Context: an optimization exercise on an open-source flow, tuned for small area. The choices shown serve that exercise and are no tape-out recipe. In this exercise RTL edits were held to simulation tests only and were not proved equivalent to the original. The clock input has no modelled driver; a real chip could not lean on it and would need a root buffer or a full tree.

==> flow/design.v <==
`timescale 1ns / 1ps
module axi_to_apb_bridge_sel (
    input  logic s0,
    input  logic a,
    input  logic s1,
    input  logic b,
    output logic y
);
    assign y = (s0 & a) | (s1 & b);
endmodule
module axi_to_apb_bridge (
    input  logic        clk,
    input  logic        rst_n,
    input  logic [31:0] awaddr,
    input  logic        awvalid,
    output logic        awready,
    input  logic [31:0] wdata,
    input  logic        wvalid,
    output logic        wready,
    output logic        bvalid,
    input  logic        bready,
    output logic        PSEL,
    output logic        PENABLE,
    output logic        PWRITE,
    output logic [31:0] PADDR,
    output logic [31:0] PWDATA
);
    logic        st1, st0;
    logic [1:0]  cnt;
    logic [31:0] addr;
    logic [31:0] data;
    wire idle   = ~st1 & ~st0;
    wire busy   = st1 | st0;
    wire access = st1 & ~st0;
    wire wdone  = st1 &  st0;
    wire last   = wdone & (cnt == 2'd3);
    wire bhs    = bvalid & bready;
    assign PSEL    = st1;
    assign PWRITE  = st1;
    assign wready  = access;
    assign PENABLE = wdone;
    assign PADDR   = addr;
    assign PWDATA  = data;
    always_ff @(posedge clk or negedge rst_n) begin
        if (!rst_n) begin
            st1     <= 1'b0;
            st0     <= 1'b0;
            awready <= 1'b0;
            bvalid  <= 1'b0;
            cnt     <= 2'd0;
        end else begin
            case ({st1, st0})
                2'b00: if (awvalid && awready) st0 <= 1'b1;
                2'b01: if (wvalid) begin st1 <= 1'b1; st0 <= 1'b0; end
                2'b10: st0 <= 1'b1;
                2'b11: begin st1 <= 1'b0; st0 <= ~last; end
            endcase
            if (bhs)
                awready <= 1'b1;
            else if (idle && awvalid)
                awready <= ~awready;
            if (bhs)
                bvalid <= 1'b0;
            else if (last)
                bvalid <= 1'b1;
            if (bhs)
                cnt <= 2'd0;
            else if (wdone)
                cnt <= cnt + 2'd1;
        end
    end
    logic [29:0] t;     
    logic [29:0] nxt;
    assign nxt = addr[31:2] ^ t;
    assign t[0] = wdone;
    assign t[15:1] = addr[16:2] & t[14:0];
    assign t[16] = t[0] & (&addr[17:2]);
    assign t[29:17] = addr[30:18] & t[28:16];
    logic [31:0] addr_d, data_d;
    logic        load_d, hold_d;
    assign load_d = ~st1;
    assign hold_d = st1;
    genvar i;
    generate
        for (i = 0; i < 32; i++) begin : g_sel
            axi_to_apb_bridge_sel u_addr (
                .s0(idle), .a(awaddr[i]),
                .s1(busy), .b(i < 2 ? addr[i] : nxt[i >= 2 ? i - 2 : 0]),
                .y(addr_d[i]));
            axi_to_apb_bridge_sel u_data (
                .s0(load_d), .a(wdata[i]),
                .s1(hold_d), .b(data[i]),
                .y(data_d[i]));
        end
    endgenerate
    always_ff @(posedge clk) begin
        addr <= addr_d;
        data <= data_d;
    end
endmodule
export LEC_CHECK = 0
export CAP_MARGIN = 0
export CORE_MARGIN = 2
export CORE_UTILIZATION = 65
export PLACE_DENSITY = 0.85
export SLEW_MARGIN = 0
export SYNTH_HIERARCHICAL = 1
export SYNTH_MINIMUM_KEEP_SIZE = 0
create_clock -name core_clock -period 5.0 [get_ports {clk}]
standard.sh (not shown) runs the stock make flow with config.mk's settings and CLKGATE_MAP_FILE= SYNTH_SCRIPT=/design/flow/synth_recipe.tcl, a recipe that flattens the netlist after the stock synthesis.
==> flow/flow/run.sh <==
#!/bin/bash
# Own flow: the standard layout (standard.sh, unchanged synthesis), with
# the port buffers made of the smallest buffer (buf_1) instead of the
# resizer's default choice, and a one-level clock tree built by
# flow/manual_cts.tcl in place of TritonCTS. Each tool's output goes to a log
# in this folder (and ORFS's own per-step logs under orfs/logs).
set -euo pipefail
cd "$(dirname "$0")/.."

export BUFFER_PORTS_ARGS="-buffer_cell sky130_fd_sc_hd__buf_1"
export PRE_CTS_TCL="$PWD/flow/manual_cts.tcl"
export MANUAL_CTS_CLUSTERS=4
export MANUAL_CTS_BUF=sky130_fd_sc_hd__buf_6

bash standard.sh finish > standard_flow.log 2>&1
==> flow/flow/manual_cts.tcl <==

rename clock_tree_synthesis orfs_clock_tree_synthesis

proc clock_tree_synthesis { args } {
  set k $::env(MANUAL_CTS_CLUSTERS)
  set bufname $::env(MANUAL_CTS_BUF)
  set db [ord::get_db]
  set block [ord::get_db_block]
  set clk [$block findNet clk]
  set master [$db findMaster $bufname]

  # clock sinks and their locations
  set sinks {}
  set xs {}
  set ys {}
  foreach it [$clk getITerms] {
    set inst [$it getInst]
    set bb [$inst getBBox]
    lappend sinks $it
    lappend xs [expr { ([$bb xMin] + [$bb xMax]) / 2.0 }]
    lappend ys [expr { ([$bb yMin] + [$bb yMax]) / 2.0 }]
  }
  set n [llength $sinks]
  puts "manual_cts: $n clock sinks, $k clusters of $bufname"

  # k-means, seeded by slicing the sinks sorted by x
  set order [lsort -real -indices $xs]
  set cx {}
  set cy {}
  for { set c 0 } { $c < $k } { incr c } {
    set i [lindex $order [expr { int(($c + 0.5) * $n / $k) }]]
    lappend cx [lindex $xs $i]
    lappend cy [lindex $ys $i]
  }
  set assign [lrepeat $n 0]
  for { set iter 0 } { $iter < 50 } { incr iter } {
    for { set i 0 } { $i < $n } { incr i } {
      set best 0
      set bestd 1e30
      for { set c 0 } { $c < $k } { incr c } {
        set dx [expr { [lindex $xs $i] - [lindex $cx $c] }]
        set dy [expr { [lindex $ys $i] - [lindex $cy $c] }]
        set d [expr { $dx * $dx + $dy * $dy }]
        if { $d < $bestd } {
          set bestd $d
          set best $c
        }
      }
      lset assign $i $best
    }
    for { set c 0 } { $c < $k } { incr c } {
      set sx 0.0
      set sy 0.0
      set m 0
      for { set i 0 } { $i < $n } { incr i } {
        if { [lindex $assign $i] == $c } {
          set sx [expr { $sx + [lindex $xs $i] }]
          set sy [expr { $sy + [lindex $ys $i] }]
          incr m
        }
      }
      if { $m > 0 } {
        lset cx $c [expr { $sx / $m }]
        lset cy $c [expr { $sy / $m }]
      }
    }
  }

  # balanced assignment: nearest centre first, at most ceil(n/k) sinks each
  set cap [expr { ($n + $k - 1) / $k }]
  set pairs {}
  for { set i 0 } { $i < $n } { incr i } {
    for { set c 0 } { $c < $k } { incr c } {
      set dx [expr { [lindex $xs $i] - [lindex $cx $c] }]
      set dy [expr { [lindex $ys $i] - [lindex $cy $c] }]
      lappend pairs [list [expr { $dx * $dx + $dy * $dy }] $i $c]
    }
  }
  set fill [lrepeat $k 0]
  set done [lrepeat $n 0]
  foreach p [lsort -real -index 0 $pairs] {
    lassign $p d i c
    if { [lindex $done $i] || [lindex $fill $c] >= $cap } { continue }
    lset assign $i $c
    lset done $i 1
    lset fill $c [expr { [lindex $fill $c] + 1 }]
  }
  # buffer at the centre of its final cluster
  for { set c 0 } { $c < $k } { incr c } {
    set sx 0.0
    set sy 0.0
    set m 0
    for { set i 0 } { $i < $n } { incr i } {
      if { [lindex $assign $i] == $c } {
        set sx [expr { $sx + [lindex $xs $i] }]
        set sy [expr { $sy + [lindex $ys $i] }]
        incr m
      }
    }
    if { $m > 0 } {
      lset cx $c [expr { $sx / $m }]
      lset cy $c [expr { $sy / $m }]
    }
  }

  for { set c 0 } { $c < $k } { incr c } {
    set inst [odb::dbInst_create $block $master "clkbuf_manual_$c"]
    set w [[$inst getMaster] getWidth]
    set h [[$inst getMaster] getHeight]
    $inst setLocation [expr { int([lindex $cx $c] - $w / 2) }] [expr { int([lindex $cy $c] - $h / 2) }]
    $inst setPlacementStatus PLACED
    set net [odb::dbNet_create $block "clk_leaf_$c"]
    $net setSigType CLOCK
    [$inst findITerm A] connect $clk
    [$inst findITerm X] connect $net
    set m 0
    for { set i 0 } { $i < $n } { incr i } {
      if { [lindex $assign $i] == $c } {
        set it [lindex $sinks $i]
        $it disconnect
        $it connect $net
        incr m
      }
    }
    puts "manual_cts: clkbuf_manual_$c drives $m sinks"
  }
  set_propagated_clock [all_clocks]
}
The baseline completed with no timing, DRC or antenna violations.
Change:
--- a/flow/flow/run.sh
+++ b/flow/flow/run.sh
@@ -12,3 +12,3 @@
 export MANUAL_CTS_CLUSTERS=4
-export MANUAL_CTS_BUF=sky130_fd_sc_hd__buf_6
+export MANUAL_CTS_BUF=sky130_fd_sc_hd__clkbuf_8
 
--- a/flow/config.mk
+++ b/flow/config.mk
@@ -9,4 +9,4 @@
 export CORE_MARGIN = 2
-export CORE_UTILIZATION = 65
-export PLACE_DENSITY = 0.85
+export CORE_UTILIZATION = 80
+export PLACE_DENSITY = 0.9
 export SLEW_MARGIN = 0
With this change the flow did not get past global placement (3_3_place_gp) with GPL-0301.
Synthesized area does not change.
Synthesized cell count does not change.
In the first run of this note the design's own scripts or RTL, not TritonCTS, make the clock network.

[re-timing with driven ports]
How much do the figures lean on ideal ports? The routed layout below was timed once more, with nothing changed but the port constraints.
Step 1: set_driving_cell puts a clkbuf_16 on clk and a buf_2 on each other input, an assumption about the parent block.
Step 2 also shifts input and output timing later by t, the mid clock arrival at the registers, as if the neighbouring blocks saw the same clock.
a / b / c = ideal / step 1 / step 2; a / b = the first two.
run: the first run
t (ns): 0.192
setup slack, ns: 1.132 / 1.132 / 1.132
worst hold slack (ns): 0.480 / 0.480 / 0.480
worst setup path after step 2: register to register
cell pins on the clock port's net: 4
After both steps setup and hold are still met in the first run. The setup slack of the first run moves by 0.000 ns with the drivers and by 0.000 ns with both steps.
